Background: an optimization exercise with open tools, aiming at small area, a short achievable clock period and few clock cycles per item. Do not read the settings as production practice.
RTL that was checked went through simulation tests only; none was proved equivalent to the original.
No functional check of the RTL was part of run 2.

==> flow/design.v, too long to show whole: its modules and the start of the top module <==
// module lzc: 22 lines
// module gen_lzc: 25 lines
// module lzc_4: 10 lines
// module int_div: 122 lines
// module ks_sub: 36 lines
// module ks_add: 34 lines
// module int_sqrt: 90 lines
// module fp_rnd: 240 lines
// module fp_add_head: 168 lines
// module fp_add_spec: 160 lines
// module fp_add_tail: 141 lines
// module fp_mul_head: 132 lines
// module fp_mul_tail: 173 lines
// module mul24: 1955 lines
// module fp_fma_s2: 290 lines
// module fp_fma_tail: 186 lines
// module fp_fma_add_head: 302 lines
// module fma_addsub: 35 lines
// module fp_div: 225 lines
// module fp_div_tail: 124 lines
// module fp_sqrt: 189 lines
// module fp_i2f: 155 lines
// module fp_f2i: 229 lines
// module fp_cmp: 154 lines
// module fp_classify: 113 lines
// module f2d: 146 lines
// module d2f: 153 lines
// module fp_top: 979 lines
module fp_top
#(
    parameter fp_pkg::fp_format_e  FP_FORMAT   = fp_pkg::FP32,
    parameter fp_pkg::int_format_e INT_FORMAT  = fp_pkg::INT32,
    parameter logic        RISCV_MODE  = 1'b0
)
(
    input clk_i,
    input rst_i,
    input start_i,
    output logic ready_o,
    input [63:0] a_i,
    input [63:0] b_i,
    input [63:0] c_i,
    input fp_pkg::roundmode_e rnd_i,
    input fp_pkg::float_op_e op_i,
    input [1:0] op_modify_i,
    output logic [63:0] result_o,
    output logic valid_o,
    output fp_pkg::status_t flags_o
);
  // ...
==> flow/flow/run.sh <==
#!/bin/bash
set -euo pipefail
bash standard.sh SETUP_SLACK_MARGIN=6.5 finish > flow_make.log 2>&1
==> flow/standard.sh <==
#!/bin/bash
# synth_recipe.tcl (not shown) runs the flow's synth.tcl, then flattens the netlist and writes it again
# the make line also repeats each setting of config.mk as NAME=value (left out here)
make -C /OpenROAD-flow-scripts/flow DESIGN_CONFIG=/design/flow/config.mk WORK_HOME=/design/flow/orfs CLKGATE_MAP_FILE= SYNTH_SCRIPT=/design/flow/synth_recipe.tcl "${@:-finish}"
==> flow/config.mk <==
export PLATFORM = sky130hd
export DESIGN_NAME = fp_top
export DESIGN_NICKNAME = fp_top
export VERILOG_FILES = /design/flow/design.v
export SDC_FILE = /design/flow/constraint.sdc
export NUM_CORES = 8
export LEC_CHECK = 0
export ABC_AREA = 1
export CAP_MARGIN = 20
export CORE_MARGIN = 2
export CORE_UTILIZATION = 40
export SETUP_SLACK_MARGIN = 5
export SLEW_MARGIN = 20
==> flow/constraint.sdc <==
create_clock -name core_clock -period 20.0 [get_ports {clk_i}]
set_input_delay 4.0000 -clock core_clock [delete_from_list [all_inputs] [get_ports {clk_i}]]
set_output_delay 4.0000 -clock core_clock [all_outputs]
set_load 0.01 [all_outputs]
==> results.py, run 1 <==
metrics = {
    "run": {
        "maxCapViolCount": 0,
    },
    "final_layout": {
        "signal_buffer_area_fraction_pct": 5.85,
        "inverters": 2387,
        "nMultiInputCombCells": 14000,
        "fin_nets": 19200,
        "instances_no_fill": 21500,
        "final_cell_mix": "nand2_1 (4039), inv_1 (2188), o21ai_0 (1880), nand3_1 (1283), nor2_1 (1264)",
        "flops_and_latches": 599,
    },
    "yosys": {
        "synthSimpleGateAreaFrac_pct": 29.4,
        "synth_fa_ha_area_share_pct": 17.3,
        "synth.net_count": 19200,
        "ys_seq_elements": 599,
        "synth_top_area_share_pct": 14.2,
        "synth-xor-area-share_pct": 6.63,
    },
    "clocking": {
        "cts-htree-levels": 3,
        "cts_resized": 529,
        "ctsHoldBuffers": 0,
        "cts.path.max_buffers": 4,
    },
    "critical_path": {
        "crit_family": "simple AND/OR/NAND/NOR gates",
        "worst_path_largest_cell_delay_ps": 620,
    },
    "drt": {
        "drt-met1-wl_um": 218000,
        "wl_met2_um": 218000,
    },
    "place": {
        "place.gp.congestion": 1.10,
    },
    "run_status": {
        "outcome": "timing/DRC/antenna clean",
    },
    "worst_hold_path": {
        "hold_depth": 0,
        "hp-class": "flip-flop to flip-flop",
    },
    "global_route": {
        "overflow": 0,
        "grt_max_degree": 85,
        "met2_usage_pct": 53.5,
    },
    "timing": {
        "setup_violations": 0,
    },
    "die": {
        "tap-cell-count": 3570,
    },
}
Testbench counts, summed over its fixed seeds: cycles 35,466, ops 24,000.
==> module fp_mul_head, before the edit <==
module fp_mul_head
#(
    parameter fp_pkg::fp_format_e FP_FORMAT = fp_pkg::FP32
)
(
    input  [31:0] a_i,
    input  [31:0] b_i,
    output logic [47:0] prod_o,      
    output logic [9:0]  expa_o,      
    output logic [9:0]  expb_o       
);
localparam int unsigned FP_WIDTH   = fp_pkg::fp_width(FP_FORMAT);
localparam int unsigned EXP_WIDTH  = fp_pkg::exp_bits(FP_FORMAT);
localparam int unsigned MANT_WIDTH = fp_pkg::man_bits(FP_FORMAT);
localparam int unsigned BIAS       = (2**(EXP_WIDTH-1)-1);
function logic sign(input logic [FP_WIDTH-1:0] val);
    sign = val[FP_WIDTH-1];
endfunction
function logic [EXP_WIDTH-1:0] exp(input logic [FP_WIDTH-1:0] val);
    exp = val[FP_WIDTH-2-:EXP_WIDTH];
endfunction
function logic [MANT_WIDTH-1:0] mant(input logic [FP_WIDTH-1:0] val);
    mant = val[FP_WIDTH-2-EXP_WIDTH:0];
endfunction
function logic is_minus(input logic [FP_WIDTH-1:0] val);
    is_minus = sign(val);
endfunction
function logic is_normal(input logic [FP_WIDTH-1:0] val);
    is_normal = (exp(val) >= 1) && (exp(val) <= (2**EXP_WIDTH-2));
endfunction
function logic is_subnormal(input logic [FP_WIDTH-1:0] val);
    is_subnormal = (exp(val) == 0) && (mant(val) != 0);
endfunction
function logic is_zero(input logic [FP_WIDTH-1:0] val);
    is_zero = val[FP_WIDTH-2:0] == 0;
endfunction
function logic is_inf(input logic [FP_WIDTH-1:0] val);
    is_inf = exp(val) == (2**EXP_WIDTH-1) && mant(val) == 0;
endfunction
function logic is_nan(input logic [FP_WIDTH-1:0] val);
    is_nan = exp(val) == (2**EXP_WIDTH-1) && mant(val) != 0;
endfunction
function logic is_signalling(input logic [FP_WIDTH-1:0] val);
    is_signalling = exp(val) == (2**EXP_WIDTH-1) && mant(val) != 0 && !val[FP_WIDTH-2-EXP_WIDTH];
endfunction
function logic is_quiet(input logic [FP_WIDTH-1:0] val);
    is_quiet = exp(val) == (2**EXP_WIDTH-1) && val[FP_WIDTH-2-EXP_WIDTH];
endfunction
function logic is_canonical(input logic [FP_WIDTH-1:0] val);
    is_canonical = is_finite(val) | is_inf(val) | (exp(val) == (2**EXP_WIDTH-1) && val[FP_WIDTH-2-EXP_WIDTH]);
endfunction
function logic is_finite(input logic [FP_WIDTH-1:0] val);
    is_finite = is_zero(val) | is_subnormal(val) | is_normal(val);
endfunction
function fp_pkg::fp_info_t fp_info(input logic [FP_WIDTH-1:0] val);
    fp_pkg::fp_info_t info;
    info = '0;
    info.is_minus       = is_minus(val);
    info.is_normal      = is_normal(val);
    info.is_subnormal   = is_subnormal(val);
    info.is_zero        = is_zero(val);
    info.is_inf         = is_inf(val);
    info.is_nan         = is_nan(val);
    info.is_signalling  = is_signalling(val);
    info.is_canonical   = is_canonical(val);
    info.is_finite      = is_finite(val);
    info.is_quiet       = is_quiet(val);
    fp_info = info;
endfunction
typedef struct packed {
    logic sign;
    logic [EXP_WIDTH-1:0] exp;
    logic [MANT_WIDTH-1:0] mant;
} fp_encoding_t;
typedef struct packed {
    fp_encoding_t u_result;
    logic [1:0] rs;
    logic round_en;
    logic invalid;
    logic [1:0] exp_cout;
} uround_res_t;
typedef struct packed {
    fp_encoding_t result;
    fp_pkg::status_t flags;
} round_res_t;
typedef struct packed {
    logic sign;
    logic [EXP_WIDTH-1:0] exp;
    logic [2*MANT_WIDTH + 1:0] mant;
} fp_encoding_fma_t;
typedef struct packed {
    fp_encoding_fma_t u_result;
    logic [1:0] rs;
    logic round_en;
    logic invalid;
    logic [1:0] exp_cout;
} uround_res_fma_t;
fp_encoding_t a_decoded;
fp_encoding_t b_decoded;
assign a_decoded = a_i;
assign b_decoded = b_i;
fp_pkg::fp_info_t a_info;
fp_pkg::fp_info_t b_info;
assign a_info = fp_info(a_i);
assign b_info = fp_info(b_i);
logic [MANT_WIDTH:0] ma;
logic [MANT_WIDTH:0] mb;
assign ma = {a_info.is_normal, a_decoded.mant};
assign mb = {b_info.is_normal, b_decoded.mant};
logic [4:0] la;
logic [4:0] lb;
logic za;
logic zb;
lzc #(.WIDTH(MANT_WIDTH+1)) lzc_a (.a_i(ma), .cnt_o(la), .zero_o(za));
lzc #(.WIDTH(MANT_WIDTH+1)) lzc_b (.a_i(mb), .cnt_o(lb), .zero_o(zb));
logic [MANT_WIDTH:0] ma_n;
logic [MANT_WIDTH:0] mb_n;
assign ma_n = ma << la;
assign mb_n = mb << lb;
mul24 mul24_inst
(
    .x_i(ma_n),
    .y_i(mb_n),
    .p_o(prod_o)
);
logic [EXP_WIDTH + 1:0] urpr_exp;
logic [EXP_WIDTH + 1:0] uexp_n;
assign urpr_exp = (a_decoded.exp + b_decoded.exp) - ((a_info.is_subnormal | b_info.is_subnormal) ? BIAS-1 : BIAS );
assign uexp_n = urpr_exp - (la + lb);
assign expa_o = (za | zb) ? urpr_exp : uexp_n;
assign expb_o = (za | zb) ? urpr_exp : uexp_n + 1'b1;
endmodule
==> module fp_mul_tail, before the edit <==
module fp_mul_tail
#(
    parameter fp_pkg::fp_format_e FP_FORMAT = fp_pkg::FP32
)
(
    input  [31:0] a_i,
    input  [31:0] b_i,
    input  [47:0] prod_i,
    input  [9:0]  expa_i,
    input  [9:0]  expb_i,
    output logic [38:0] urnd_result_o
);
localparam int unsigned FP_WIDTH   = fp_pkg::fp_width(FP_FORMAT);
localparam int unsigned EXP_WIDTH  = fp_pkg::exp_bits(FP_FORMAT);
localparam int unsigned MANT_WIDTH = fp_pkg::man_bits(FP_FORMAT);
localparam int unsigned BIAS       = (2**(EXP_WIDTH-1)-1);
localparam INF   = {{EXP_WIDTH{1'b1}}, {MANT_WIDTH{1'b0}}};
localparam R_IND = {1'b1, {EXP_WIDTH{1'b1}}, 1'b1, {MANT_WIDTH-1{1'b0}}};
function logic sign(input logic [FP_WIDTH-1:0] val);
    sign = val[FP_WIDTH-1];
endfunction
function logic [EXP_WIDTH-1:0] exp(input logic [FP_WIDTH-1:0] val);
    exp = val[FP_WIDTH-2-:EXP_WIDTH];
endfunction
function logic [MANT_WIDTH-1:0] mant(input logic [FP_WIDTH-1:0] val);
    mant = val[FP_WIDTH-2-EXP_WIDTH:0];
endfunction
function logic is_minus(input logic [FP_WIDTH-1:0] val);
    is_minus = sign(val);
endfunction
function logic is_normal(input logic [FP_WIDTH-1:0] val);
    is_normal = (exp(val) >= 1) && (exp(val) <= (2**EXP_WIDTH-2));
endfunction
function logic is_subnormal(input logic [FP_WIDTH-1:0] val);
    is_subnormal = (exp(val) == 0) && (mant(val) != 0);
endfunction
function logic is_zero(input logic [FP_WIDTH-1:0] val);
    is_zero = val[FP_WIDTH-2:0] == 0;
endfunction
function logic is_inf(input logic [FP_WIDTH-1:0] val);
    is_inf = exp(val) == (2**EXP_WIDTH-1) && mant(val) == 0;
endfunction
function logic is_nan(input logic [FP_WIDTH-1:0] val);
    is_nan = exp(val) == (2**EXP_WIDTH-1) && mant(val) != 0;
endfunction
function logic is_signalling(input logic [FP_WIDTH-1:0] val);
    is_signalling = exp(val) == (2**EXP_WIDTH-1) && mant(val) != 0 && !val[FP_WIDTH-2-EXP_WIDTH];
endfunction
function logic is_quiet(input logic [FP_WIDTH-1:0] val);
    is_quiet = exp(val) == (2**EXP_WIDTH-1) && val[FP_WIDTH-2-EXP_WIDTH];
endfunction
function logic is_canonical(input logic [FP_WIDTH-1:0] val);
    is_canonical = is_finite(val) | is_inf(val) | (exp(val) == (2**EXP_WIDTH-1) && val[FP_WIDTH-2-EXP_WIDTH]);
endfunction
function logic is_finite(input logic [FP_WIDTH-1:0] val);
    is_finite = is_zero(val) | is_subnormal(val) | is_normal(val);
endfunction
function fp_pkg::fp_info_t fp_info(input logic [FP_WIDTH-1:0] val);
    fp_pkg::fp_info_t info;
    info = '0;
    info.is_minus       = is_minus(val);
    info.is_normal      = is_normal(val);
    info.is_subnormal   = is_subnormal(val);
    info.is_zero        = is_zero(val);
    info.is_inf         = is_inf(val);
    info.is_nan         = is_nan(val);
    info.is_signalling  = is_signalling(val);
    info.is_canonical   = is_canonical(val);
    info.is_finite      = is_finite(val);
    info.is_quiet       = is_quiet(val);
    fp_info = info;
endfunction
typedef struct packed {
    logic sign;
    logic [EXP_WIDTH-1:0] exp;
    logic [MANT_WIDTH-1:0] mant;
} fp_encoding_t;
typedef struct packed {
    fp_encoding_t u_result;
    logic [1:0] rs;
    logic round_en;
    logic invalid;
    logic [1:0] exp_cout;
} uround_res_t;
typedef struct packed {
    fp_encoding_t result;
    fp_pkg::status_t flags;
} round_res_t;
typedef struct packed {
    logic sign;
    logic [EXP_WIDTH-1:0] exp;
    logic [2*MANT_WIDTH + 1:0] mant;
} fp_encoding_fma_t;
typedef struct packed {
    fp_encoding_fma_t u_result;
    logic [1:0] rs;
    logic round_en;
    logic invalid;
    logic [1:0] exp_cout;
} uround_res_fma_t;
uround_res_t urnd;
fp_encoding_t result_o;
logic [1:0] rs_o;
logic round_en_o;
logic invalid_o;
logic [1:0] exp_cout_o;
logic urpr_s;
logic [2*MANT_WIDTH + 1:0] prod_n;
logic sign_o;
logic [EXP_WIDTH-1:0] exp_o;
logic [MANT_WIDTH-1:0] mant_o;
fp_encoding_t a_decoded;
fp_encoding_t b_decoded;
assign a_decoded = a_i;
assign b_decoded = b_i;
fp_pkg::fp_info_t a_info;
fp_pkg::fp_info_t b_info;
assign a_info = fp_info(a_i);
assign b_info = fp_info(b_i);
assign prod_n = prod_i;
always_comb
begin
    round_en_o = 1'b0;
	result_o = 0;
    if(a_info.is_nan)
    begin
        result_o.sign = a_decoded.sign;
        result_o.mant = {1'b1, a_decoded.mant[MANT_WIDTH-2:0]};
        result_o.exp = a_decoded.exp;
    end
    else if(b_info.is_nan)
    begin
        result_o.sign = b_decoded.sign;
        result_o.mant = {1'b1, b_decoded.mant[MANT_WIDTH-2:0]};
        result_o.exp = b_decoded.exp;
    end
    else if(a_info.is_inf)
        if(b_info.is_zero)
            result_o = R_IND;
        else
            result_o = {sign_o, INF};
    else if(a_info.is_normal || a_info.is_subnormal)
        if(b_info.is_inf)
            result_o = {sign_o, INF};
        else if(b_info.is_zero)
            result_o = {sign_o, {FP_WIDTH-1{1'b0}}};
        else
        begin
            round_en_o = 1'b1;
            result_o.sign = sign_o;
            result_o.mant = mant_o;
            result_o.exp = exp_o;
        end
    else if(a_info.is_zero)
        if(b_info.is_inf)
            result_o = R_IND;
        else
            result_o = {sign_o, {FP_WIDTH-1{1'b0}}};
end
assign urpr_s = a_decoded.sign ^ b_decoded.sign;
assign sign_o = urpr_s;
assign {exp_cout_o, exp_o} = prod_n[2*MANT_WIDTH + 1] ? expb_i : expa_i;
assign mant_o = prod_n[2*MANT_WIDTH + 1] ? prod_n[2*MANT_WIDTH -: MANT_WIDTH] : prod_n[2*MANT_WIDTH - 1 -: MANT_WIDTH];
assign rs_o[1] = prod_n[2*MANT_WIDTH + 1] ? prod_n[MANT_WIDTH] : prod_n[MANT_WIDTH - 1];
assign rs_o[0] = prod_n[2*MANT_WIDTH + 1] ? |prod_n[MANT_WIDTH-1:0] : |prod_n[MANT_WIDTH - 2:0];
assign invalid_o = a_info.is_signalling | b_info.is_signalling | ((a_info.is_zero & b_info.is_inf) | (a_info.is_inf & b_info.is_zero));
assign urnd.u_result =  result_o;
assign urnd.rs =  rs_o;
assign urnd.round_en =  round_en_o;
assign urnd.invalid =  invalid_o;
assign urnd.exp_cout =  exp_cout_o;
assign urnd_result_o = urnd;
endmodule
==> module fp_fma_s2, before the edit <==
module fp_fma_s2
#(
    parameter fp_pkg::fp_format_e FP_FORMAT = fp_pkg::FP32
)
(
    input  [47:0] prod_i,
    input  [9:0]  expa_i,
    input  [9:0]  expb_i,
    input  [31:0] a_i,           
    input  [31:0] b_i,
    input  [31:0] c_i,
    input         sub_i,
    input  fp_pkg::roundmode_e rnd_i,
    output logic        fsel_o,        
    output logic [31:0] fspec_o,
    output logic        invalid_o,
    output logic        msticky_o,     
    output logic        asel_add_o,    
    output logic        asel_sub_o,    
    output logic [25:0] aspec_o,       
    output logic        aspec_sign_o,
    output logic [7:0]  aspec_exp_o,
    output logic        around_en_o,
    output logic        around_only_o,
    output logic        amul_ovf_o,
    output logic        amul_uf_o,
    output logic        asign_o,
    output logic [53:0] aurpr_mant_o,
    output logic [7:0]  aurpr_exp_o,
    output logic [5:0]  ashamt_o,
    output logic        asticky_o,
    output logic [1:0]  aexp_in_o       
);
localparam int unsigned FP_WIDTH   = fp_pkg::fp_width(FP_FORMAT);
localparam int unsigned EXP_WIDTH  = fp_pkg::exp_bits(FP_FORMAT);
localparam int unsigned MANT_WIDTH = fp_pkg::man_bits(FP_FORMAT);
localparam int unsigned BIAS       = (2**(EXP_WIDTH-1)-1);
localparam INF   = {{EXP_WIDTH{1'b1}}, {MANT_WIDTH{1'b0}}};
localparam R_IND = {1'b1, {EXP_WIDTH{1'b1}}, 1'b1, {MANT_WIDTH-1{1'b0}}};
function logic sign(input logic [FP_WIDTH-1:0] val);
    sign = val[FP_WIDTH-1];
endfunction
function logic [EXP_WIDTH-1:0] exp(input logic [FP_WIDTH-1:0] val);
    exp = val[FP_WIDTH-2-:EXP_WIDTH];
endfunction
function logic [MANT_WIDTH-1:0] mant(input logic [FP_WIDTH-1:0] val);
    mant = val[FP_WIDTH-2-EXP_WIDTH:0];
endfunction
function logic is_minus(input logic [FP_WIDTH-1:0] val);
    is_minus = sign(val);
endfunction
function logic is_normal(input logic [FP_WIDTH-1:0] val);
    is_normal = (exp(val) >= 1) && (exp(val) <= (2**EXP_WIDTH-2));
endfunction
function logic is_subnormal(input logic [FP_WIDTH-1:0] val);
    is_subnormal = (exp(val) == 0) && (mant(val) != 0);
endfunction
function logic is_zero(input logic [FP_WIDTH-1:0] val);
    is_zero = val[FP_WIDTH-2:0] == 0;
endfunction
function logic is_inf(input logic [FP_WIDTH-1:0] val);
    is_inf = exp(val) == (2**EXP_WIDTH-1) && mant(val) == 0;
endfunction
function logic is_nan(input logic [FP_WIDTH-1:0] val);
    is_nan = exp(val) == (2**EXP_WIDTH-1) && mant(val) != 0;
endfunction
function logic is_signalling(input logic [FP_WIDTH-1:0] val);
    is_signalling = exp(val) == (2**EXP_WIDTH-1) && mant(val) != 0 && !val[FP_WIDTH-2-EXP_WIDTH];
endfunction
function logic is_quiet(input logic [FP_WIDTH-1:0] val);
    is_quiet = exp(val) == (2**EXP_WIDTH-1) && val[FP_WIDTH-2-EXP_WIDTH];
endfunction
function logic is_canonical(input logic [FP_WIDTH-1:0] val);
    is_canonical = is_finite(val) | is_inf(val) | (exp(val) == (2**EXP_WIDTH-1) && val[FP_WIDTH-2-EXP_WIDTH]);
endfunction
function logic is_finite(input logic [FP_WIDTH-1:0] val);
    is_finite = is_zero(val) | is_subnormal(val) | is_normal(val);
endfunction
function fp_pkg::fp_info_t fp_info(input logic [FP_WIDTH-1:0] val);
    fp_pkg::fp_info_t info;
    info = '0;
    info.is_minus       = is_minus(val);
    info.is_normal      = is_normal(val);
    info.is_subnormal   = is_subnormal(val);
    info.is_zero        = is_zero(val);
    info.is_inf         = is_inf(val);
    info.is_nan         = is_nan(val);
    info.is_signalling  = is_signalling(val);
    info.is_canonical   = is_canonical(val);
    info.is_finite      = is_finite(val);
    info.is_quiet       = is_quiet(val);
    fp_info = info;
endfunction
typedef struct packed {
    logic sign;
    logic [EXP_WIDTH-1:0] exp;
    logic [MANT_WIDTH-1:0] mant;
} fp_encoding_t;
typedef struct packed {
    fp_encoding_t u_result;
    logic [1:0] rs;
    logic round_en;
    logic invalid;
    logic [1:0] exp_cout;
} uround_res_t;
typedef struct packed {
    fp_encoding_t result;
    fp_pkg::status_t flags;
} round_res_t;
typedef struct packed {
    logic sign;
    logic [EXP_WIDTH-1:0] exp;
    logic [2*MANT_WIDTH + 1:0] mant;
} fp_encoding_fma_t;
typedef struct packed {
    fp_encoding_fma_t u_result;
    logic [1:0] rs;
    logic round_en;
    logic invalid;
    logic [1:0] exp_cout;
} uround_res_fma_t;
fp_encoding_t a_decoded;
fp_encoding_t b_decoded;
fp_encoding_t c_decoded;
assign a_decoded = a_i;
assign b_decoded = b_i;
assign c_decoded = c_i;
fp_pkg::fp_info_t a_info;
fp_pkg::fp_info_t b_info;
fp_pkg::fp_info_t c_info;
assign a_info = fp_info(a_i);
assign b_info = fp_info(b_i);
assign c_info = fp_info(c_i);
localparam int unsigned MANT_WIDTH_ADDER = 2*MANT_WIDTH + 2;
localparam int unsigned FP_WIDTH_ADDER = 1 + EXP_WIDTH + MANT_WIDTH_ADDER;
fp_encoding_t mul_result;
logic mul_round_en;
logic [1:0] mul_exp_cout;
logic mul_urpr_s;
logic [2*MANT_WIDTH + 1:0] prod_n;
logic mul_sign;
logic [EXP_WIDTH-1:0] mul_exp;
logic [2*MANT_WIDTH + 1:0] mul_norm_mant;
logic [FP_WIDTH_ADDER-1:0] joined_mul_result;
always_comb
begin
    mul_round_en = 1'b0;
	mul_result = 0;
    if(a_info.is_nan)
    begin
        mul_result.sign = a_decoded.sign;
        mul_result.exp = a_decoded.exp;
    end
    else if(b_info.is_nan)
    begin
        mul_result.sign = b_decoded.sign;
        mul_result.exp = b_decoded.exp;
    end
    else if(a_info.is_inf)
        if(b_info.is_zero)
            mul_result = R_IND;
        else
            mul_result = {mul_sign, INF};
    else if(a_info.is_normal || a_info.is_subnormal)
        if(b_info.is_inf)
            mul_result = {mul_sign, INF};
        else if(b_info.is_zero)
            mul_result = {mul_sign, {FP_WIDTH-1{1'b0}}};
        else
        begin
            mul_round_en = 1'b1;
            mul_result.sign = mul_sign;
            mul_result.exp = mul_exp;
        end
    else if(a_info.is_zero)
        if(b_info.is_inf)
            mul_result = R_IND;
        else
            mul_result = {mul_sign, {FP_WIDTH-1{1'b0}}};
end
assign mul_urpr_s = a_decoded.sign ^ b_decoded.sign;
assign prod_n = prod_i;
assign mul_sign = mul_urpr_s;
assign {mul_exp_cout, mul_exp} = prod_n[2*MANT_WIDTH + 1] ? expb_i : expa_i;
assign mul_norm_mant = prod_n[2*MANT_WIDTH + 1] ? {prod_n[2*MANT_WIDTH : 0],1'b0} : {prod_n[2*MANT_WIDTH - 1 : 0],2'b0};
logic [EXP_WIDTH-1:0] mul_uexp;
logic [2*MANT_WIDTH + 1:0] mul_umant;
logic mul_round_out;
logic [EXP_WIDTH-1:0] mul_denorm_shift;
assign mul_denorm_shift = $signed(0)-$signed({mul_exp_cout,mul_result.exp});
always_comb
begin
    mul_uexp = {EXP_WIDTH{1'b0}};
    {mul_umant, mul_round_out} = {1'b1, mul_norm_mant[2*MANT_WIDTH + 1:0]} >> mul_denorm_shift;
end
logic [EXP_WIDTH:0] stickyindex;
logic [2*MANT_WIDTH + 2:0] sigB;
logic [2*MANT_WIDTH + 2:0] compressed_mant;
logic new_stickybit;
assign sigB = {1'b1, mul_norm_mant[2*MANT_WIDTH + 1:0]};
genvar i;
generate
    for(i = 0; i <= (2*MANT_WIDTH+2); i= i+1)
	begin : combine_sig_mul
        assign compressed_mant[i] = |sigB[i:0];
	end
endgenerate
assign stickyindex = mul_denorm_shift - 1;
always_comb
    if($signed(stickyindex) < $signed(0))
        new_stickybit = 1'b0;
    else if($signed(stickyindex) > $signed(2*MANT_WIDTH+2))
        new_stickybit = compressed_mant[2*MANT_WIDTH+2];
    else
        new_stickybit = compressed_mant[stickyindex];
logic mult_sticky_bit;
always_comb
    if($signed({mul_exp_cout,mul_result.exp}) <= $signed(0))
        mult_sticky_bit = mul_round_out | new_stickybit;
    else
        mult_sticky_bit = 1'b0;
always_comb begin
    if ($signed({mul_exp_cout,mul_result.exp}) <= $signed(0) && !(a_info.is_zero || b_info.is_zero))
        joined_mul_result = {mul_result.sign,mul_uexp,mul_umant[2*MANT_WIDTH+1:1],mul_umant[0] | mult_sticky_bit};
    else
        joined_mul_result = {mul_result.sign,mul_result.exp,mul_norm_mant};
end
logic mul_ovf_sig;
logic add_round_en;
logic add_round_only;
logic add_mul_uf;
logic add_invalid;
logic [1:0] add_sel;
logic [FP_WIDTH_ADDER-1:0] add_spec;
fp_fma_add_head #(.FP_FORMAT(fp_pkg::FP48)) fp_add_inst
(
    .a_i(joined_mul_result),
    .b_i({c_decoded, {MANT_WIDTH+2{1'b0}}}),
    .sub_i(sub_i),
    .exp_in(mul_exp_cout),
    .round_en(mul_round_en),
    .rnd_i(rnd_i),
    .spec_o(add_spec),
    .sel_o(add_sel),
    .round_en_o(add_round_en),
    .round_only(add_round_only),
    .mul_ovf(mul_ovf_sig),
    .mul_uf(add_mul_uf),
    .sign_o(asign_o),
    .urpr_mant_o(aurpr_mant_o),
    .urpr_exp_o(aurpr_exp_o),
    .shamt_o(ashamt_o),
    .sticky_o(asticky_o),
    .invalid_o(add_invalid)
);
assign invalid_o = a_info.is_signalling | b_info.is_signalling | c_info.is_signalling |
                    ((a_info.is_inf & b_info.is_zero) | (a_info.is_zero & b_info.is_inf)) |
                    (!a_info.is_nan && !b_info.is_nan && c_info.is_inf & ((mul_result.sign ^ (sub_i ^ c_decoded.sign)) & (a_info.is_inf | b_info.is_inf)));
always_comb
begin
    fsel_o = 1'b0;
	fspec_o = 0;
    amul_ovf_o = 1'b0;
    if((a_info.is_inf & b_info.is_zero) | (a_info.is_zero & b_info.is_inf))
        fspec_o = R_IND;
    else if(a_info.is_nan)
        fspec_o = {a_decoded.sign, a_decoded.exp, 1'b1, a_decoded.mant[MANT_WIDTH-2:0]};
    else if(b_info.is_nan)
        fspec_o = {b_decoded.sign, b_decoded.exp, 1'b1, b_decoded.mant[MANT_WIDTH-2:0]};
    else if(c_info.is_nan)
        fspec_o = {c_decoded.sign, c_decoded.exp, 1'b1, c_decoded.mant[MANT_WIDTH-2:0]};
    else if(c_info.is_inf)
        fspec_o = ((mul_result.sign ^ (sub_i ^ c_decoded.sign)) & (a_info.is_inf | b_info.is_inf))? R_IND : {sub_i ^ c_decoded.sign,c_decoded.exp,c_decoded.mant} ;
    else
    begin
        fsel_o     = 1'b1;
        amul_ovf_o = mul_ovf_sig & ~invalid_o;
    end
end
assign msticky_o     = mult_sticky_bit;
assign asel_add_o    = add_sel != 2'd0;
assign asel_sub_o    = add_sel == 2'd1;
assign aspec_sign_o  = add_spec[FP_WIDTH_ADDER-1];
assign aspec_exp_o   = add_spec[FP_WIDTH_ADDER-2 -: EXP_WIDTH];
assign aspec_o       = {add_spec[MANT_WIDTH_ADDER-1 -: 25], |add_spec[MANT_WIDTH_ADDER-26:0]};
assign around_en_o   = add_round_en;
assign around_only_o = add_round_only;
assign amul_uf_o     = add_mul_uf;
assign aexp_in_o     = mul_exp_cout;
endmodule
==> run 2, diff against run 1 <==
--- a/flow/design.v
+++ b/flow/design.v
@@ -1207,16 +1207,17 @@
 module fp_mul_head
 #(
     parameter fp_pkg::fp_format_e FP_FORMAT = fp_pkg::FP32
 )
 (
     input  [31:0] a_i,
     input  [31:0] b_i,
     output logic [47:0] prod_o,      
+    output logic [5:0]  lsum_o,      
     output logic [9:0]  expa_o,      
     output logic [9:0]  expb_o       
 );
 localparam int unsigned FP_WIDTH   = fp_pkg::fp_width(FP_FORMAT);
 localparam int unsigned EXP_WIDTH  = fp_pkg::exp_bits(FP_FORMAT);
 localparam int unsigned MANT_WIDTH = fp_pkg::man_bits(FP_FORMAT);
 localparam int unsigned BIAS       = (2**(EXP_WIDTH-1)-1);
 function logic sign(input logic [FP_WIDTH-1:0] val);
@@ -1314,41 +1315,39 @@
 assign ma = {a_info.is_normal, a_decoded.mant};
 assign mb = {b_info.is_normal, b_decoded.mant};
 logic [4:0] la;
 logic [4:0] lb;
 logic za;
 logic zb;
 lzc #(.WIDTH(MANT_WIDTH+1)) lzc_a (.a_i(ma), .cnt_o(la), .zero_o(za));
 lzc #(.WIDTH(MANT_WIDTH+1)) lzc_b (.a_i(mb), .cnt_o(lb), .zero_o(zb));
-logic [MANT_WIDTH:0] ma_n;
-logic [MANT_WIDTH:0] mb_n;
-assign ma_n = ma << la;
-assign mb_n = mb << lb;
 mul24 mul24_inst
 (
-    .x_i(ma_n),
-    .y_i(mb_n),
+    .x_i(ma),
+    .y_i(mb),
     .p_o(prod_o)
 );
+assign lsum_o = la + lb;
 logic [EXP_WIDTH + 1:0] urpr_exp;
 logic [EXP_WIDTH + 1:0] uexp_n;
 assign urpr_exp = (a_decoded.exp + b_decoded.exp) - ((a_info.is_subnormal | b_info.is_subnormal) ? BIAS-1 : BIAS );
 assign uexp_n = urpr_exp - (la + lb);
 assign expa_o = (za | zb) ? urpr_exp : uexp_n;
 assign expb_o = (za | zb) ? urpr_exp : uexp_n + 1'b1;
 endmodule
 module fp_mul_tail
 #(
     parameter fp_pkg::fp_format_e FP_FORMAT = fp_pkg::FP32
 )
 (
     input  [31:0] a_i,
     input  [31:0] b_i,
     input  [47:0] prod_i,
+    input  [5:0]  lsum_i,
     input  [9:0]  expa_i,
     input  [9:0]  expb_i,
     output logic [38:0] urnd_result_o
 );
 localparam int unsigned FP_WIDTH   = fp_pkg::fp_width(FP_FORMAT);
 localparam int unsigned EXP_WIDTH  = fp_pkg::exp_bits(FP_FORMAT);
 localparam int unsigned MANT_WIDTH = fp_pkg::man_bits(FP_FORMAT);
 localparam int unsigned BIAS       = (2**(EXP_WIDTH-1)-1);
@@ -1450,17 +1449,17 @@
 fp_encoding_t a_decoded;
 fp_encoding_t b_decoded;
 assign a_decoded = a_i;
 assign b_decoded = b_i;
 fp_pkg::fp_info_t a_info;
 fp_pkg::fp_info_t b_info;
 assign a_info = fp_info(a_i);
 assign b_info = fp_info(b_i);
-assign prod_n = prod_i;
+assign prod_n = prod_i << lsum_i;
 always_comb
 begin
     round_en_o = 1'b0;
 	result_o = 0;
     if(a_info.is_nan)
     begin
         result_o.sign = a_decoded.sign;
         result_o.mant = {1'b1, a_decoded.mant[MANT_WIDTH-2:0]};
@@ -3465,16 +3464,17 @@
 ks_add #(.W(48)) u_fadd (.a_i(ra), .b_i(rb), .s_o(p_o));
 endmodule
 module fp_fma_s2
 #(
     parameter fp_pkg::fp_format_e FP_FORMAT = fp_pkg::FP32
 )
 (
     input  [47:0] prod_i,
+    input  [5:0]  lsum_i,
     input  [9:0]  expa_i,
     input  [9:0]  expb_i,
     input  [31:0] a_i,           
     input  [31:0] b_i,
     input  [31:0] c_i,
     input         sub_i,
     input  fp_pkg::roundmode_e rnd_i,
     output logic        fsel_o,        
@@ -3640,17 +3640,17 @@
         end
     else if(a_info.is_zero)
         if(b_info.is_inf)
             mul_result = R_IND;
         else
             mul_result = {mul_sign, {FP_WIDTH-1{1'b0}}};
 end
 assign mul_urpr_s = a_decoded.sign ^ b_decoded.sign;
-assign prod_n = prod_i;
+assign prod_n = prod_i << lsum_i;
 assign mul_sign = mul_urpr_s;
 assign {mul_exp_cout, mul_exp} = prod_n[2*MANT_WIDTH + 1] ? expb_i : expa_i;
 assign mul_norm_mant = prod_n[2*MANT_WIDTH + 1] ? {prod_n[2*MANT_WIDTH : 0],1'b0} : {prod_n[2*MANT_WIDTH - 1 : 0],2'b0};
 logic [EXP_WIDTH-1:0] mul_uexp;
 logic [2*MANT_WIDTH + 1:0] mul_umant;
 logic mul_round_out;
 logic [EXP_WIDTH-1:0] mul_denorm_shift;
 assign mul_denorm_shift = $signed(0)-$signed({mul_exp_cout,mul_result.exp});
@@ -5996,50 +5996,55 @@
     add_shamt_q     <= add_shamt;
     add_sticky_q    <= add_sticky;
 end
 logic mul_done;
 assign mul_done = mul_start;
 logic [FP_WIDTH-1:0] m_a_fp;
 assign m_a_fp = {a_fp[FP_WIDTH-1] ^ ((op_i == fp_pkg::FMADD) & op_modify_i[1]), a_fp[FP_WIDTH-2:0]};
 logic [47:0] m_prod;
+logic [5:0]  m_lsum;
 logic [9:0]  m_expa;
 logic [9:0]  m_expb;
 fp_mul_head #(.FP_FORMAT(FP_FORMAT)) fp_mul_head_inst
 (
     .a_i(m_a_fp),
     .b_i(b_fp),
     .prod_o(m_prod),
+    .lsum_o(m_lsum),
     .expa_o(m_expa),
     .expb_o(m_expb)
 );
 logic [47:0] m_prod_q;
+logic [5:0]  m_lsum_q;
 logic [9:0]  m_expa_q;
 logic [9:0]  m_expb_q;
 logic [31:0] m_a_q;
 logic [31:0] m_b_q;
 logic [31:0] m_c_q;
 logic        m_sub_q;
 logic        m_mod1_q;
 always_ff @(posedge clk_i) begin
     m_mod1_q  <= op_modify_i[1];
     m_prod_q  <= m_prod;
+    m_lsum_q  <= m_lsum;
     m_expa_q  <= m_expa;
     m_expb_q  <= m_expb;
     m_a_q     <= m_a_fp;
     m_b_q     <= b_fp;
     m_c_q     <= c_fp;
     m_sub_q   <= op_modify_i[0];
 end
 uround_res_t mul_urnd_result;
 fp_mul_tail #(.FP_FORMAT(FP_FORMAT)) fp_mul_tail_inst
 (
     .a_i(m_a_q),
     .b_i(m_b_q),
     .prod_i(m_prod_q),
+    .lsum_i(m_lsum_q),
     .expa_i(m_expa_q),
     .expb_i(m_expb_q),
     .urnd_result_o(mul_urnd_result)
 );
 logic        f_fsel;
 logic [31:0] f_fspec;
 logic        f_invalid;
 logic        f_msticky;
@@ -6055,16 +6060,17 @@
 logic        f_asign;
 logic [53:0] f_aurpr_mant;
 logic [7:0]  f_aurpr_exp;
 logic [5:0]  f_ashamt;
 logic        f_asticky;
 fp_fma_s2 #(.FP_FORMAT(FP_FORMAT)) fp_fma_s2_inst
 (
     .prod_i(m_prod_q),
+    .lsum_i(m_lsum_q),
     .expa_i(m_expa_q),
     .expb_i(m_expb_q),
     .a_i(m_a_q),
     .b_i(m_b_q),
     .c_i(m_c_q),
     .sub_i(m_sub_q),
     .rnd_i(fma_rnd_q),
     .fsel_o(f_fsel),
@@ -6463,16 +6469,17 @@
     rnd_q <= rnd_sel;
 end
 logic        f_fsel_q;
 logic [31:0] f_fspec_q;
 logic        f_invalid_q;
 fp_fma_s2 #(.FP_FORMAT(FP_FORMAT)) fp_fma_spec_inst
 (
     .prod_i(m_prod_q),
+    .lsum_i(m_lsum_q),
     .expa_i(m_expa_q),
     .expb_i(m_expb_q),
     .a_i(m_a_q),
     .b_i(m_b_q),
     .c_i(m_c_q),
     .sub_i(m_sub_q),
     .rnd_i(fma_rnd_q),
     .fsel_o(f_fsel_q),
==> run 2 against run 1 <==
Effect of this change: final area grew 2.0%; synthesized cell count grew 2.4%; non-clock buffer count grew 58; final cell count grew 2.5%; clock skew shrank 44 ps; fmax is essentially flat; via count grew 3.0%; global-route usage grew 0.75 points; hold slack lost 6.9 ps.
==> results.py, run 2 <==
metrics = {
    "yosys": {
        "ys_seq_area_share_pct": 11.2,
        "ys_seq_elements": 605,
        "synth_cell_types": 89,
        "synth.largest_area_cell": "nand2_1",
        "synth.most_common_cell": "nand2_1",
        "synth.net_count": 19700,
        "yosysWarnings": 54,
        "synthCells": 18300,
        "synthTopCellsByCount": "nand2_1 (4345), inv_1 (2252), o21ai_0 (1967)",
        "syn_area_sq_mm": 0.111,
        "async_reset_ff_share_pct": 3.14,
        "yosys-top-cells-area": "nand2_1 (15%), dfxtp_1 (10%), fa_1 (8.9%)",
        "dominantRegCellSynth": "dfxtp_1",
        "avgSynthCellArea_sq_um": 6.07,
        "synth_edf_count": 24,
        "synth_top_area_share_pct": 14.7,
    },
    "timing": {
        "timing.final.crit_share_pct": 66.9,
        "skew_ps": 40.5,
        "relSlewSlack_pct": 2.32,
        "setup_slack_ps": 6630,
        "tns_ps": 0,
        "max_freq_mhz": 74.8,
        "drv_slew": 0,
        "rsz0062_at_grt": "yes",
        "timing.hold.ws_ps": 345,
        "period_minus_slack_ps": 13370,
        "setup_violations": 0,
        "finalHoldViolations": 0,
        "worstMarginPinSlew_ps": 1460,
    },
    "critical_path": {
        "crit_top_cell": "nand2_1",
        "arrival_ps": 9370,
        "end_kind": "output pin",
        "path_max_fanout": 21,
        "crit_type": "flip-flop to output pin",
        "worst_path_largest_cell_delay_ps": 810,
        "required_ps": 16000,
        "start_kind": "flip-flop",
        "cpMaxStageDelayCell": "nor3_1",
    },
    "global_route": {
        "antenna_found_initial": 42,
        "grt_max_degree": 86,
        "grt_usage_pct": 36.7,
        "overflow": 0,
        "grt_pass1_vias": 117000,
        "grt_first_pass_wirelength_um": 780000,
    },
    "final_layout": {
        "fillers": 29800,
        "fin_nets": 19600,
        "area_delta_synth_final_pct": 12.9,
        "top_regs": "f_aurpr_mant_q: 53 flops, m_prod_q: 48 flops, urnd_q: 38 flops",
        "stdcell_area_sq_mm": 0.125,
        "final_common_cell": "nand2_1",
        "utilization_pct": 45.4,
        "largest_reg_flops": 53,
        "top_register": "f_aurpr_mant_q",
        "final_cell_mix": "nand2_1 (4277), inv_1 (2197), o21ai_0 (1818), nand3_1 (1295), nor2_1 (1288)",
        "drive_gt1_share_pct": 9.17,
    },
    "clocking": {
        "clock_sinks": 605,
        "cts_buffers": 78,
        "ctsHoldBuffers": 0,
        "cts_tree": "yes",
        "clockRootBuffer": "clkbuf_16",
        "cts.path.max_buffers": 3,
        "cts-htree-levels": 3,
        "clock_latency_ps": 750,
        "clk_pin_slew_ps": 70,
    },
    "drt": {
        "vias_per_cell": 5.93,
        "drc_errors": 0,
        "drtIter0Drc": 17500,
        "routed_wl_um": 545000,
        "wl_per_cell_um": 24.7,
        "firstDrtPassIters": 7,
        "antenna_left": 0,
        "dr_total_vias": 130000,
    },
    "die": {
        "dieWidth_um": 530,
        "ioPinCount": 275,
        "rows": 193,
        "die_y_um": 530,
        "start_util_pct": 40.2,
        "core_sq_mm": 0.276,
        "die_area_sq_mm": 0.281,
    },
    "place": {
        "place.gp.congestion": 1.07,
        "place_area_sq_mm": 0.116,
        "dpl_worst_slack_ps": 2820,
        "dpl.hpwl_um": 419000,
        "portBuffers": 210,
    },
    "worst_hold_path": {
        "hp-class": "flip-flop to flip-flop",
    },
    "run": {
        "maxCapViolCount": 0,
    },
    "run_status": {
        "outcome": "timing/DRC/antenna clean",
    },
}
==> run 2: area by class of cell <==
cell class              count  area, sq um  share of cell area [%]
repair buffers            819         7570                    6.05
clock inverters            44          691                   0.552
repair inverters           10         70.1                  0.0560
flip-flops and latches    605        12500                    9.98
multi-input cells       14300        88200                    70.5
inverters                2406         9320                    7.44
clock buffers              98         2140                    1.71
well taps                3705         4640                    3.70
diodes                     27         67.6                  0.0540
==> run 2: cells by family (layout without fill, tap and decap cells) <==
family | Yosys count | in the layout | synth area share (%)
other cells | 0 | 27 | 0
compound gates | 4360 | 4360 | 22.9
buf+inv | 3392 | 3377 | 11.9
mux | 104 | 104 | 0.941
fa+ha+maj | 1196 | 1196 | 16.8
xor+xnor | 815 | 816 | 6.50
simple gates | 7797 | 7816 | 29.7
flops | 605 | 605 | 11.2
==> run 2: what timing repair did <==
item,in CTS,in global routing
endpoints found under the setup margin,211,181
cloned,28,24
setup buffers,55,189
pin swaps,56,163
resized for setup,434,680
==> run 2: worst max-delay path, delay by kind of cell, from the launching register on <==
family | cells | cell delay [ps]
buffers and inverters | 7 | 1460
and+or+nand+nor | 22 | 4010
xor gates and xnor gates | 1 | 210
DFF | 1 | 610
AOI/OAI and AO/OA | 9 | 2150
adders and majority gates | 1 | 170
==> run 2: stage by stage <==
| stage | instances |
|---|---|
| 6_report | 22000 |
| 5_1_grt | 22000 |
| 4_1_cts | 21800 |
| 3_5_place_dp | 21500 |
| 3_3_place_gp | 21500 |
| 2_1_floorplan | 18300 |
==> run 2: worst paths after layout <==
check                                             start                            to  slack, ps  depth (start not counted)
max                                    m_b_q[8]$_DFF_P_                   result_o[9]       6630                         40
min                        int_div_inst.n_q[10]$_DFF_P_  int_div_inst.n_q[17]$_DFF_P_        340                          0
max in group asynchronous                         rst_i            fma_done$_DFF_PN0_      16070                          2
max reg2reg                            m_b_q[7]$_DFF_P_      f_ashamt_q[1]$_SDFF_PN0_       7050                         69
min reg2reg                int_div_inst.n_q[10]$_DFF_P_  int_div_inst.n_q[17]$_DFF_P_        340                          0
min in group asynchronous                         rst_i   longop_rnd_q[1]$_DFFE_PN0P_       3650                          2
==> run 2: layer usage <==
metal | vias up | routed length [um] | GRT usage [%]
li1 | 60700 | - | -
met1 | 61000 | 228000 | 50.5
met2 | 7263 | 225000 | 54.0
met3 | 1423 | 56000 | 6.49
met4 | 22 | 35300 | 20.1
met5 | - | 183 | 0

==> afterwards: timing with drivers on the ports <==
The flow's constraints put no driver on any port. The routed layouts listed below were extracted and timed again, unchanged, in two steps.
Step 1: set_driving_cell puts a clkbuf_16 on clk_i and a buf_2 on each other input, an assumption about the parent block.
Step 2, shift: input delay + t, output delay - t, t = (earliest + latest rising clock arrival at the registers) / 2. This alone moves slack from input paths to output paths.
a / b / c = no drivers / after step 1 / after step 2; a / b = the first two.
| run | shift t [ns] | setup WS [ns] | cell pins on the clock port's net |
|---|---|---|---|
| run 1 | 0.906 | 6.636 / 6.531 / 5.989 | 1 |
| run 2 | 0.827 | 6.627 / 6.527 / 6.252 | 1 |
After both steps setup and hold are still met in every run listed. For run 1, which loses most, drivers alone change the setup slack by -0.105 ns; drivers and shift together by -0.647 ns.
